Context: an optimization exercise on an open-source flow, tuned for small area and a short achievable clock period. The choices shown serve that exercise and are no tape-out recipe. In this exercise RTL edits were held to simulation tests only and were not proved equivalent to the original. No activity file was given, so power comes from the tool's default toggle rates.

## flow/design.v (module list and top-level ports; edited modules follow where they fit)
// module rat_round: 3925 lines
module rat_round #(parameter WIDTH=32) (
        input clk,
        input rst,
        input [WIDTH-1:0] in_num,
        input [WIDTH-1:0] in_den,
        output wire [WIDTH-1:0] out_num,
        output wire [WIDTH-1:0] out_den,
        output wire rdy
    );
  // ...
==> flow/flow/run.sh <==
#!/bin/bash
# Own layout flow: the standard synthesis and layout (standard.sh), except
# that the input and output ports are buffered with buf_2 cells rather than the
# clkdlybuf4s50 delay buffer that buffer_ports picks by itself.
set -euo pipefail
cd "$(dirname "$(readlink -f "$0")")/.."
bash standard.sh synth > flow_synth.log 2>&1
bash standard.sh "BUFFER_PORTS_ARGS=-buffer_cell sky130_fd_sc_hd__buf_2" finish > flow_layout.log 2>&1
==> flow/standard.sh <==
#!/bin/bash
# synth_recipe.tcl (not shown) runs the flow's synth.tcl, then flattens the netlist and writes it again
# the make line also repeats each setting of config.mk as NAME=value (left out here)
make -C /OpenROAD-flow-scripts/flow DESIGN_CONFIG=/design/flow/config.mk WORK_HOME=/design/flow/orfs CLKGATE_MAP_FILE= SYNTH_SCRIPT=/design/flow/synth_recipe.tcl "${@:-finish}"
==> flow/config.mk <==
export PLATFORM = sky130hd
export DESIGN_NAME = rat_round
export DESIGN_NICKNAME = rat_round
export VERILOG_FILES = /design/flow/design.v
export SDC_FILE = /design/flow/constraint.sdc
export NUM_CORES = 4
export LEC_CHECK = 0
export ABC_AREA = 1
export CAP_MARGIN = 20
export CORE_MARGIN = 2
export CORE_UTILIZATION = 60
export CTS_BUF_LIST = sky130_fd_sc_hd__clkbuf_16
export CTS_CLUSTER_DIAMETER = 100
export CTS_CLUSTER_SIZE = 22
export GPL_ROUTABILITY_DRIVEN = 0
export PLACE_DENSITY = 0.85
export SLEW_MARGIN = 70
==> flow/constraint.sdc <==
create_clock -name core_clock -period 72.0 [get_ports {clk}]
set_input_delay 14.4000 -clock core_clock [delete_from_list [all_inputs] [get_ports {clk}]]
set_output_delay 14.4000 -clock core_clock [all_outputs]
set_load 0.01 [all_outputs]
==> summary.md, run 1 <==
| Metric | Value |
|---|---|
| Ports | 131 |
| Met1 usage | 0.3555 |
| Via count | 36110 |
| Top Registers | a_d (32), b_d (32), c_d (32) |
| Final core utilization | 0.6403 |
| Largest net degree at the start of global routing | 54 |
| ANT cells | 5 |
| Largest power group | combinational cells |
| Final instance area | around 0.039 sq mm |
| Worst-case hold path end point | b_n[10] |
| DR iter-0 viols | 2357 |
| Worst Hold Class | reg -> reg |
| Met2 wire len | 47490 microns |
| Min Hold Slack | between 300 and 400 ps |
| Vias per inst | 5.613 |
| Slew Limit Fails | 0 |
| Drt drc | 0 |
| CTS tree | yes |
| Reg2Reg Depth | 167 |
| PostCTS Resize Cnt | 0 |
| H-Tree Level Count | 1 |
| Status | no timing/DRC/antenna violations |
| Worst path most repeated cell | nand2_1 |
| Met3 Use GR | 0.03624 |
| Worst slew margin | 0.6533 |
| Clock-cell share of area | 0.01250 |
==> run 2: changes to the inputs <==
--- a/flow/config.mk
+++ b/flow/config.mk
@@ -13,5 +13,5 @@
 export CTS_CLUSTER_DIAMETER = 100
 export CTS_CLUSTER_SIZE = 22
 export GPL_ROUTABILITY_DRIVEN = 0
-export PLACE_DENSITY = 0.85
+export PLACE_DENSITY = 0.75
 export SLEW_MARGIN = 70
==> run 2 against run 1 <==
  * Still clean on timing, DRC and antenna
  * Hold slack better by 6.5 ps
  * Combinational power up 4%
  * Wire length up 6.9%
  * Sequential power about the same
  * Critical path depth down 2
  * Clock power up 23%
  * Power up 5.0%
  * Utilization up 0.38 points
  * Sequential share of layout area down 0.11 points
  * Via count down 0.17%
  * Global-route usage up 2.3 points
  * Count of clock-buffer cells in the layout up 2
  * Critical path type is now reg -> out
  * Largest cell class unchanged
  * Highest routed layer is now met5
==> summary.md, run 2 <==
| Metric | Value |
|---|---|
| Status | no timing/DRC/antenna violations (unchanged) |
| Area contributors post-synth | ha_1 18%, nand2_1 15%, dfxtp_1 14% (unchanged) |
| Grt ovf | 0 (unchanged) |
| Share of layout cells above drive strength 1 | 0.07445 (was 0.07281) |
| Worst r2r dst | c_p[16] (was c_p[26]) |
| Cell class contributing the biggest share of worst-path delay | simple AND/OR/NAND/NOR gates (unchanged) |
| Setup crit end kind | output port (was flip-flop) |
| Critical Path RT | 57600 ps (was 72420 ps) |
| Hold Crit Depth | 0 (unchanged) |
| Clock transition at path regs | 90 ps (about the same) |
| Final Instance Count excl. Fillers | 6451 (was 6432) |
| Top Registers | a_d (32), b_d (32), c_d (32) (unchanged) |
| Worst skew pair latency | 570 ps (was 530 ps) |
| Most common cell after layout, fill and taps aside | nand2_1 (unchanged) |
| Final setup viols | 0 (unchanged) |
| Clk root buf | clkbuf_16 (unchanged) |
| CP bufs+invs | 8 (was 9) |
| Die Area | 0.06305 sq mm (unchanged) |
| Fin Setup TNS | 0 ps (unchanged) |
| Final wirelength | 104300 microns (was 97500 microns) |
| Vias per inst | 5.588 (was 5.613) |
| Critical path's largest stage delay | 420 ps (was 460 ps) |
| Setup CP Type | reg -> out (was in -> reg) |
| Post-synth cell types | 67 (unchanged) |
| Initial antenna violation count | 5 (was 11) |
| Top FF cell, synth | dfxtp_1 (unchanged) |
| Global Route Usage Sum | 0.3283 (was 0.3054) |
| Synthesis-to-layout area growth | 6.120% (was 5.488%) |
| Routed length per instance | 16.16 microns (was 15.16 microns) |
| Top cell type's share of synthesized area | 0.1800 (unchanged) |
| Leakage power | 0.02118 uW (was 0.02104 uW) |
| Row cnt | 90 (unchanged) |
| Fmax | 0.03834 GHz (was 0.03844 GHz) |
| RSZ-0062 raised after global routing | false (unchanged) |
| Synthesized instance count | 5583 (unchanged) |
| Post-CTS Hold Fix Bufs | 0 (unchanged) |
| Slew Limit Fails | 0 (unchanged) |
| PwrDens | 34.67 mW/mm^2 (was 33.23 mW/mm^2) |
| CTS tree | yes (unchanged) |
| Hold wc startpoint | b_q[27] (was a_n[10]) |
| Synth Warn # | 1 (unchanged) |
| DR iter-0 viols | 2628 (was 2357) |
| CTS Buf Count | 19 (was 16) |
| Sequential share of the synthesized area | 0.1361 (unchanged) |
| Post-CTS setup buffers | 0 (unchanged) |
| Synth cell count leaders | 1476 x nand2_1, 787 x inv_1, 603 x nand3_1 (unchanged) |
| Vias in the first global route | 33510 (was 34860) |
| Asr flop ratio synth | 0 (unchanged) |
| RR Startpoint | b_d[0] (was b_d[1]) |
| Via count | 36050 (was 36110) |
| Ports | 131 (unchanged) |
| Endpoints failing hold | 0 (unchanged) |
| Reg2reg setup slack | 46790 ps (was 46060 ps) |
| Final period demand of the worst path | 26080 ps (was 26020 ps) |
| Worst-case hold path end point | c_q[27] (was b_n[10]) |
| Max_cap viols | 0 (unchanged) |
| Syn avg cell area | 6.562 sq um (unchanged) |
| Core area | 0.06036 sq mm (unchanged) |
| Area leader, netlist | ha_1 (unchanged) |
| Worst path most repeated cell | nand2_1 (unchanged) |
| Routed Antenna Nets | 0 (unchanged) |
| H-Tree Level Count | 1 (unchanged) |
| Most common cell in the netlist | nand2_1 (unchanged) |
| Skew final | 26.33 ps (was 21.17 ps) |
| Critical Path Start Type | flip-flop (was input port) |
| Max rail drop VDD | 39.56 uV (was 42.90 uV) |
| Number of flops mapped to enable cells by yosys | 0 (unchanged) |
| CP Max Fanout | 51 (was 9) |
| Worst Hold Class | reg -> reg (unchanged) |
| Clk buf depth | 3 (unchanged) |
| Nets@finish | 6380 (was 6360) |
| Sink Count | 249 (unchanged) |
| Cell total after placement | 6416 (was 6401) |
| Die span in x | 251.1 microns (unchanged) |
| PostCTS Resize Cnt | 0 (unchanged) |
| Hpwl dp | 86770 microns (was 82330 microns) |
| #FFs+latches synth | 249 (unchanged) |
| Initial core utilization | 0.6070 (unchanged) |
| Max stage delay cell, worst path | dfxtp_1 (was fa_1) |
| Min Hold Slack | 331.0 ps (was 324.6 ps) |
| Drt pass-1 iters | 8 (was 6) |
| Die Height | 251.1 microns (unchanged) |
| Arrival @ worst endpoint | 11680 ps (was 26440 ps) |
| Reg2Reg Depth | 154 (was 167) |
| Drt drc | 0 (unchanged) |
| Largest net degree at the start of global routing | 54 (unchanged) |
| Most frequent cells in the layout | 1472 x nand2_1, 776 x inv_1, 598 x nand3_1 (was 1472 x nand2_1, 779 x inv_1, 598 x nand3_1) |
| Port bufs | 98 (unchanged) |
| Part of the cycle the worst path needs | 0.3622 (was 0.3613) |
| First-pass GRT wire length | 168200 microns (was 161500 microns) |
| Netlist Area Pre-Place | 0.03664 sq mm (unchanged) |
[run 2: routing by layer]
metal  up-vias  part of all wire  global-route usage
met5         -           0.00017                   0
met4         2             0.058              0.1675
met3       317             0.069             0.04318
met2      1063              0.45              0.5431
met1     16430              0.43              0.4195
li1      18230                 -                   -
[run 2: worst max path at each step]
stage,from,endpoint,slack (ps),depth (start not counted)
after floorplan,in_num[2],a_p[3],47510,70
final,c_d[0],out_num[30],45920,68
after global placement,a_d[0],b_p[5],43910,156
after CTS,c_d[0],out_num[30],45970,68
after global routing,b_d[0],c_p[16],43970,160
after detailed placement,in_num[0],a_p[3],45770,71
[run 2: cell families (layout without fill, tap and decap cells)]
logic type | Yosys count | in the layout | share of synthesized area
AND/OR/NAND/NOR | 2751 | 2751 | 0.3330
buffers and inverters | 935 | 990 | 0.1021
AO/OA/AOI/OAI | 678 | 678 | 0.1038
adder cells (fa/ha/maj) | 655 | 655 | 0.2499
XOR/XNOR | 309 | 309 | 0.07387
flip-flops | 249 | 249 | 0.1361
multiplexers | 4 | 4 | 0.001093
other | 2 | 33 | 0.0002050
[run 2: through the flow]
stage	power (uW)	setup slack, ps	utilization	cell area [sq um]
2_1_floorplan	963.2	47510	-	36750
5_1_grt	1509	43970	0.6441	38870
6_report	1348	45920	0.6441	38880
3_5_place_dp	1223	45770	0.6313	38110
3_3_place_gp	1183	43910	0.6265	37810
4_1_cts	1344	45970	0.6420	38750
[run 2: worst register-to-register path, delay by kind of cell, from the launching register on]
kind | cells | cell delay [ps]
flops | 1 | 590
simple gates | 95 | 11770
fa+ha+maj | 12 | 3560
buf+inv | 23 | 4620
compound gates | 24 | 4630
[run 2: power by group]
part           leakage (uW)  internal [uW]  switching (uW)
registers           0.00208            155            18.1
logic                0.0188            405             654
clock network      0.000309           55.0            61.2
total                0.0212            615             733
[run 2: cell type report]
| type | count | area, sq um |
|---|---|---|
| Multi-Input combinational cell | 4429 | 28270 |
| Clock inverter | 11 | 166.4 |
| Sequential cell | 249 | 5015 |
| Clock buffer | 19 | 475.5 |
| Inverter | 812 | 3058 |
| Fill cell | 5688 | 21480 |
| Tap cell | 782 | 978.4 |
| Timing Repair Buffer | 148 | 915.9 |
| Antenna cell | 1 | 2.502 |
==> run 3: changes to the inputs <==
--- a/flow/config.mk
+++ b/flow/config.mk
@@ -9,9 +9,9 @@
 export CAP_MARGIN = 20
 export CORE_MARGIN = 2
 export CORE_UTILIZATION = 60
-export CTS_BUF_LIST = sky130_fd_sc_hd__clkbuf_16
-export CTS_CLUSTER_DIAMETER = 100
-export CTS_CLUSTER_SIZE = 22
+export CTS_BUF_LIST = sky130_fd_sc_hd__clkbuf_8 sky130_fd_sc_hd__clkbuf_16
+export CTS_CLUSTER_DIAMETER = 60
+export CTS_CLUSTER_SIZE = 12
 export GPL_ROUTABILITY_DRIVEN = 0
-export PLACE_DENSITY = 0.75
-export SLEW_MARGIN = 70
+export PLACE_DENSITY = 0.85
+export SLEW_MARGIN = 80
==> run 3 against run 2 <==
  * Combinational power barely moved
  * Clock power rose by 25%
  * Count of clock-buffer cells in the layout rose by 14
  * Worst setup slack improved by 300 ps
  * Power rose by 1.8%
  * Maximum frequency rose by 1.1%
  * Largest cell class unchanged
  * Largest power group unchanged
  * Highest routed layer is now met4
==> summary.md, run 3 <==
| Metric | Value |
|---|---|
| Slew Limit Fails | 0 (unchanged) |
| Core area | 0.06036 sq mm (unchanged) |
| Clock transition at path regs | 60 ps (was 90 ps) |
| CTS Buf Count | 31 (was 19) |
| Number of flops mapped to enable cells by yosys | 0 (unchanged) |
| Worst Hold Class | reg -> reg (unchanged) |
| Worst path most repeated cell | nand2_1 (unchanged) |
| Arrival @ worst endpoint | 26310 ps (was 11680 ps) |
| Status | no timing/DRC/antenna violations (unchanged) |
| First-pass GRT wire length | 165200 microns (was 168200 microns) |
| Drt drc | 0 (unchanged) |
| Via count | 36690 (was 36050) |
| Switching pwr | 720.9 uW (was 733.0 uW) |
| Setup crit start | in_num[0] (was c_d[0]) |
| Synth cell count leaders | 1476 x nand2_1, 787 x inv_1, 603 x nand3_1 (unchanged) |
| Area contributors post-synth | ha_1 18%, nand2_1 15%, dfxtp_1 14% (unchanged) |
| Asr flop ratio synth | 0 (unchanged) |
| RR Startpoint | b_d[0] (unchanged) |
| Max_cap viols | 0 (unchanged) |
| #FFs+latches synth | 249 (unchanged) |
| Global Route Usage Sum | 0.3123 (was 0.3283) |
| Sink Count | 249 (unchanged) |
| Row cnt | 90 (unchanged) |
| PwrDens | 33.96 mW/mm^2 (was 34.67 mW/mm^2) |
| Multi-input gate area | 0.02914 sq mm (was 0.02827 sq mm) |
| Leakage power | 0.02166 uW (was 0.02118 uW) |
| Critical Path Start Type | input port (was flip-flop) |
| Met1 usage | 0.3515 (was 0.4195) |
| Sequential share of the synthesized area | 0.1361 (unchanged) |
| Hpwl dp | 83690 microns (was 86770 microns) |
| Top Registers | a_d (32), b_d (32), c_d (32) (unchanged) |
| Met3 Use GR | 0.04224 (was 0.04318) |
| Hold wc startpoint | b_q[22] (was b_q[27]) |
| Netlist Area Pre-Place | 0.03664 sq mm (unchanged) |
| Setup CP Type | in -> reg (was reg -> out) |
| Register area | 0.005092 sq mm (was 0.005015 sq mm) |
| Setup crit end kind | flip-flop (was output port) |
| Fin Setup TNS | 0 ps (unchanged) |
| Die span in x | 251.1 microns (unchanged) |
| Switch share | 0.5256 (was 0.5439) |
| Routed Antenna Nets | 0 (unchanged) |
| Share of layout cells above drive strength 1 | 0.1047 (was 0.07445) |
| Final setup viols | 0 (unchanged) |
| GRT busiest layer | met2 (unchanged) |
| Part of the cycle the worst path needs | 0.3581 (was 0.3622) |
| Fill cells | 5066 (was 5688) |
| Post-synth cell types | 67 (unchanged) |
| Power share of the clock group | 0.106 (was 0.086) |
| Top FF cell, synth | dfxtp_1 (unchanged) |
| Max stage delay cell, worst path | fa_1 (was dfxtp_1) |
| Die Area | 0.06305 sq mm (unchanged) |
| Nets@finish | 6414 (was 6380) |
| CTS tree | yes (unchanged) |
| Met2 Use GR | 0.5762 (was 0.5431) |
| Endpoints failing hold | 0 (unchanged) |
| Grt ovf | 0 (unchanged) |
| Worst skew pair latency | 590 ps (was 570 ps) |
| Flop pwr share | 0.127 (was 0.128) |
| RSZ-0062 raised after global routing | false (unchanged) |
| Critical path's largest stage delay | 470 ps (was 420 ps) |
| Post-CTS Hold Fix Bufs | 0 (unchanged) |
| Top cell type's share of synthesized area | 0.1800 (unchanged) |
| Final core utilization | 0.6691 (was 0.6441) |
| Max rail drop VDD | 26.68 uV (was 39.56 uV) |
| Synth Warn # | 1 (unchanged) |
| Synthesized instance count | 5583 (unchanged) |
| Initial antenna violation count | 8 (was 5) |
| Post-CTS setup buffers | 0 (unchanged) |
| Die Height | 251.1 microns (unchanged) |
| Most common cell after layout, fill and taps aside | nand2_1 (unchanged) |
| Clk buf depth | 3 (unchanged) |
| Final wirelength | 100100 microns (was 104300 microns) |
| Vias in the first global route | 36050 (was 33510) |
| Logic pwr share | 0.767 (was 0.785) |
| Internal power | 650.5 uW (was 614.8 uW) |
| Hold Crit Depth | 0 (unchanged) |
| Clk root buf | clkbuf_16 (unchanged) |
| Area leader, netlist | ha_1 (unchanged) |
| Fmax | 0.03878 GHz (was 0.03834 GHz) |
| Largest net degree at the start of global routing | 51 (was 54) |
| Drt pass-1 iters | 6 (was 8) |
| Port bufs | 98 (unchanged) |
| Vias per inst | 5.644 (was 5.588) |
| PostCTS Resize Cnt | 0 (unchanged) |
| CP Max Fanout | 9 (was 51) |
| Most common cell in the netlist | nand2_1 (unchanged) |
| Most frequent cells in the layout | 1466 x nand2_1, 781 x inv_1, 598 x nand3_1 (was 1472 x nand2_1, 776 x inv_1, 598 x nand3_1) |
| Syn avg cell area | 6.562 sq um (unchanged) |
| Initial core utilization | 0.6070 (unchanged) |
| Reg2Reg Depth | 167 (was 154) |
| DR iter-0 viols | 2505 (was 2628) |
| Routed length per instance | 15.41 microns (was 16.16 microns) |
| Cell total after placement | 6437 (was 6416) |
| Ports | 131 (unchanged) |
| H-Tree Level Count | 1 (unchanged) |
| Final Instance Count excl. Fillers | 6500 (was 6451) |
| Final period demand of the worst path | 25780 ps (was 26080 ps) |
| Critical Path RT | 72520 ps (was 57600 ps) |
| Synthesis-to-layout area growth | 10.24% (was 6.120%) |
| Skew final | 22.75 ps (was 26.33 ps) |
==> run 3: cell counts after synthesis <==
No cell type changed its count.
==> run 3: kinds of logic (layout without fill, tap and decap cells) <==
family	count (synthesis)	in the layout	synth area share
AND/OR/NAND/NOR	2751	2751	0.3330
buffers and inverters	935	1035	0.1021
AO/OA/AOI/OAI	678	678	0.1038
adder cells (fa/ha/maj)	655	655	0.2499
XOR/XNOR	309	309	0.07387
flip-flops	249	249	0.1361
multiplexers	4	4	0.001093
other	2	37	0.0002050
==> run 3: area by class of cell <==
class / count / area share
Multi-Input combinational cell: 4429 / 0.7215
Sequential cell: 249 / 0.1261
Inverter: 812 / 0.07714
Timing Repair Buffer: 170 / 0.02733
Tap cell: 782 / 0.02423
Clock buffer: 33 / 0.02017
Clock inverter: 20 / 0.003253
Antenna cell: 5 / 0.0003098
==> run 3: routing by layer <==
layer  vias up  wire [microns]  part of all wire
li1      18330               -                 -
met5         -               0                 0
met3       364            6386             0.064
met2      1190           49100              0.49
met4         0            4960             0.050
met1     16810           39700              0.40
==> run 3: stage by stage <==
stage               worst slack, ps  total power, uW  area (sq um)  hold slack, ps
CTS                           46310             1354         39950           325.5
detailed placement            45800             1204         39000           312.1
floorplan                     47510            963.2         36750           309.6
global route                  45240             1530         40390           327.0
finish                        46220             1371         40390           325.3
global placement              44570             1137         37720           309.9
==> run 3: worst paths after layout <==
| kind | endpoint | slack [ps] |
|---|---|---|
| setup / recovery | a_p[4] | 46220 |
| hold / removal | c_q[22] | 330 |
| setup reg to reg | c_p[8] | 47640 |
| hold reg to reg | c_q[22] | 330 |
==> run 3: critical path: cells and delay by family <==
family / cells / cell delay, ps
and+or+nand+nor: 44 / 5670
adders and majority gates: 9 / 3100
AOI/OAI and AO/OA: 8 / 1700
buffers and inverters: 9 / 1260
xor gates and xnor gates: 1 / 160
==> run 3: power groups by stage <==
stage	Clock (uW)	Sequential, uW	Combinational (uW)
final	145	175	1050
after global placement	0	177	961
after CTS	146	174	1030
after floorplan	0	171	792
after global routing	152	176	1200
after detailed placement	0	177	1030
==> run 4: changes to the inputs <==
--- a/flow/config.mk
+++ b/flow/config.mk
@@ -9,9 +9,7 @@
 export CAP_MARGIN = 20
 export CORE_MARGIN = 2
 export CORE_UTILIZATION = 60
-export CTS_BUF_LIST = sky130_fd_sc_hd__clkbuf_8 sky130_fd_sc_hd__clkbuf_16
-export CTS_CLUSTER_DIAMETER = 60
-export CTS_CLUSTER_SIZE = 12
+export CTS_BUF_LIST = sky130_fd_sc_hd__clkbuf_4 sky130_fd_sc_hd__clkbuf_8
 export GPL_ROUTABILITY_DRIVEN = 0
 export PLACE_DENSITY = 0.85
 export SLEW_MARGIN = 80
==> run 4 against run 3 <==
  * Wire length increased by 0.45%
  * Clock skew increased by 37 ps
  * Die area unchanged
  * Combinational power about the same
  * Synthesized cell count unchanged
  * Sequential cell count unchanged
  * Hold slack got worse by 1.2 ps
  * First-iteration DRC count decreased by 5.0%
  * Critical path depth unchanged
  * Sequential power about the same
  * Clock power increased by 4%
  * Sequential share of layout area about the same
  * Largest cell class unchanged
==> summary.md, run 4 <==
| Metric | Value |
|---|---|
| Status | no timing/DRC/antenna violations (unchanged) |
| Most frequent cells in the layout | 1467 x nand2_1, 772 x inv_1, 598 x nand3_1 (was 1466 x nand2_1, 781 x inv_1, 598 x nand3_1) |
| Netlist Area Pre-Place | 0.03664 sq mm (unchanged) |
| Leakage power | 0.02170 uW (was 0.02166 uW) |
| Via count | 36840 (was 36690) |
| Post-CTS Hold Fix Bufs | 0 (unchanged) |
| RSZ-0062 raised after global routing | false (unchanged) |
| Vias per inst | 5.647 (was 5.644) |
| Reg2Reg Depth | 162 (was 167) |
| Most common cell after layout, fill and taps aside | nand2_1 (unchanged) |
| Setup CP Type | in -> reg (unchanged) |
| CP bufs+invs | 9 (unchanged) |
| Synth Warn # | 1 (unchanged) |
| Final setup viols | 0 (unchanged) |
| Largest net degree at the start of global routing | 51 (unchanged) |
| CTS tree | yes (unchanged) |
| Final period demand of the worst path | 25690 ps (was 25780 ps) |
| Initial antenna violation count | 8 (unchanged) |
| Asr flop ratio synth | 0 (unchanged) |
| Met3 wire len | 6922 microns (was 6386 microns) |
| RR Startpoint | b_d[0] (unchanged) |
| Area after DPL | 0.03900 sq mm (unchanged) |
| Nets@finish | 6426 (was 6414) |
| Critical Path Start Type | input port (unchanged) |
| Grt ovf | 0 (unchanged) |
| Skew final | 59.25 ps (was 22.75 ps) |
| Syn avg cell area | 6.562 sq um (unchanged) |
| Final instance area | 0.04038 sq mm (was 0.04039 sq mm) |
| Worst Hold Class | reg -> reg (unchanged) |
| CTS Buf Count | 43 (was 31) |
| Top Registers | a_d (32), b_d (32), c_d (32) (unchanged) |
| Clk buf depth | 3 (unchanged) |
| Most common cell in the netlist | nand2_1 (unchanged) |
| Clock transition at path regs | 60 ps (about the same) |
| Met2 wire len | 48940 microns (was 49100 microns) |
| H-Tree Level Count | 2 (was 1) |
| Share of layout cells above drive strength 1 | 0.1091 (was 0.1047) |
| Worst skew pair latency | 640 ps (was 590 ps) |
| Max_cap viols | 0 (unchanged) |
| PwrDens | 34.09 mW/mm^2 (was 33.96 mW/mm^2) |
| CP Max Fanout | 9 (unchanged) |
| Synthesis-to-layout area growth | 10.22% (was 10.24%) |
| Drt pass-1 iters | 7 (was 6) |
| Synthesized instance count | 5583 (unchanged) |
| Reg2reg setup slack | 47510 ps (was 47640 ps) |
| Number of flops mapped to enable cells by yosys | 0 (unchanged) |
| Drt drc | 0 (unchanged) |
| Worst path most repeated cell | nand2_1 (unchanged) |
| Max stage delay cell, worst path | fa_1 (unchanged) |
| Fin Setup TNS | 0 ps (unchanged) |
| Hpwl dp | 83690 microns (unchanged) |
| Routed Antenna Nets | 0 (unchanged) |
| Area contributors post-synth | ha_1 18%, nand2_1 15%, dfxtp_1 14% (unchanged) |
| Worst r2r dst | c_p[8] (unchanged) |
| Setup crit start | in_num[0] (unchanged) |
| Initial core utilization | 0.6070 (unchanged) |
| Sequential share of the synthesized area | 0.1361 (unchanged) |
| PostCTS Resize Cnt | 0 (unchanged) |
| Cell class contributing the biggest share of worst-path delay | simple AND/OR/NAND/NOR gates (unchanged) |
| First-pass GRT wire length | 166100 microns (was 165200 microns) |
| Routed length per instance | 15.42 microns (was 15.41 microns) |
| Core area | 0.06036 sq mm (unchanged) |
| Fill cells | 5092 (was 5066) |
| Die Height | 251.1 microns (unchanged) |
| Max rail drop VDD | 26.62 uV (was 26.68 uV) |
| Highest routed layer | met4 (unchanged) |
| Post-synth cell types | 67 (unchanged) |
| Setup crit end kind | flip-flop (unchanged) |
| #FFs+latches synth | 249 (unchanged) |
| Endpoints failing hold | 0 (unchanged) |
| Top cell type's share of synthesized area | 0.1800 (unchanged) |
| DR iter-0 viols | 2380 (was 2505) |
| Synth cell count leaders | 1476 x nand2_1, 787 x inv_1, 603 x nand3_1 (unchanged) |
| Port bufs | 98 (unchanged) |
| Row cnt | 90 (unchanged) |
| Crit. path cell count | 71 (unchanged) |
| Worst Setup EP | a_p[5] (was a_p[4]) |
| WL met1 | 39500 microns (was 39700 microns) |
| Clk root buf | clkbuf_8 (was clkbuf_16) |
| Fmax | 0.03892 GHz (was 0.03878 GHz) |
| Critical path's largest stage delay | 460 ps (was 470 ps) |
| Vias in the first global route | 36320 (was 36050) |
| Slew Limit Fails | 0 (unchanged) |
| Global Route Usage Sum | 0.3151 (was 0.3123) |
| Final wirelength | 100600 microns (was 100100 microns) |
| Area leader, netlist | ha_1 (unchanged) |
| Part of the cycle the worst path needs | 0.3569 (was 0.3581) |
| Top FF cell, synth | dfxtp_1 (unchanged) |
| Die Area | 0.06305 sq mm (unchanged) |
| Sink Count | 249 (unchanged) |
| Ports | 131 (unchanged) |
| Critical Path RT | 72560 ps (was 72520 ps) |
| Die span in x | 251.1 microns (unchanged) |
| Post-CTS setup buffers | 0 (unchanged) |
| Arrival @ worst endpoint | 26250 ps (was 26310 ps) |
-- run 4: cell counts after synthesis --
No cell type changed its count.
-- run 4: layer usage --
| layer | global-route usage | up-vias |
|---|---|---|
| met5 | 0 | - |
| met4 | 0.1694 | 0 |
| met3 | 0.04825 | 391 |
| met2 | 0.5752 | 1246 |
| met1 | 0.3510 | 16850 |
| li1 | - | 18350 |
-- run 4: per-stage QoR --
| step | cells | hold slack, ps | power, uW | worst slack (ps) | utilization |
|---|---|---|---|---|---|
| 6_report | 6524 | 324.1 | 1377 | 46310 | 0.6690 |
| 5_1_grt | 6524 | 323.0 | 1537 | 45110 | 0.6690 |
| 4_1_cts | 6514 | 325.8 | 1360 | 46300 | 0.6627 |
| 3_5_place_dp | 6437 | 312.1 | 1204 | 45800 | 0.6462 |
| 3_3_place_gp | 6395 | 309.9 | 1137 | 44570 | 0.6249 |
| 2_1_floorplan | 5613 | 309.6 | 963.2 | 47510 | - |
-- run 4: final cells by class --
class / count / area [sq um] / area share
Tap cell: 782 / 978.4 / 0.02423
Timing Repair Buffer: 170 / 1112 / 0.02755
Multi-Input combinational cell: 4429 / 29070 / 0.7200
Antenna cell: 5 / 12.51 / 0.0003099
Clock buffer: 61 / 770.7 / 0.01909
Inverter: 812 / 3115 / 0.07716
Sequential cell: 249 / 5092 / 0.1261
Clock inverter: 16 / 225.2 / 0.005578
-- run 4: worst min-delay path by stage --
stage	start	end	slack, ps	cells after the start
after floorplan	a_n[0]	b_n[0]	310	0
final	b_q[26]	c_q[26]	320	0
after global placement	a_n[8]	b_n[8]	310	0
after CTS	b_q[26]	c_q[26]	330	0
after global routing	b_q[26]	c_q[26]	320	0
after detailed placement	a_n[10]	b_n[10]	310	0
-- run 4: power breakdown --
group          total [uW]  internal (uW)  switching, uW  leakage [uW]
Combinational        1050            413            638        0.0191
Sequential            174            156           18.9       0.00209
Clock                 151           87.6           63.4      0.000525
Total                1380            656            720        0.0217
-- run 4: cells by family (layout without fill, tap and decap cells) --
| group | count (synthesis) | in the layout | synth area share |
|---|---|---|---|
| mux | 4 | 4 | 0.001093 |
| other cells | 2 | 37 | 0.0002050 |
| fa+ha+maj | 655 | 655 | 0.2499 |
| buf+inv | 935 | 1059 | 0.1021 |
| simple gates | 2751 | 2751 | 0.3330 |
| compound gates | 678 | 678 | 0.1038 |
| xor+xnor | 309 | 309 | 0.07387 |
| flops | 249 | 249 | 0.1361 |

[re-timing with driven ports]
The flow's constraints put no driver on any port. The routed layouts listed below were extracted and timed again, unchanged, in two steps. Step 1: set_driving_cell puts a clkbuf_16 on clk and a buf_2 on each other input, an assumption about the parent block. Step 2 adds t to the input delays and takes it off the output delays; t is the mean of the earliest and latest rising clock arrival at the registers after step 1. Input paths then give back, and output paths get back, about the clock's delay inside the block. Three values: ideal, step 1, step 2; two values: the first two.
run	t (ns)	slack for setup (ns)	worst setup path after step 2	slew at the worst register clock pin (ns)
run 1	0.575	45.983 / 46.022 / 45.447	input to register	0.09 / 0.09
run 2	0.622	45.919 / 45.852 / 45.819	input to register	0.10 / 0.10
run 3	0.633	46.215 / 46.252 / 45.619	input to register	0.06 / 0.06
run 4	0.665	46.307 / 46.338 / 45.672	input to register	0.09 / 0.09
After both steps every run listed still meets setup and hold. The setup slack of run 4, which loses most, moves by +0.031 ns with the drivers and by -0.635 ns with both steps.
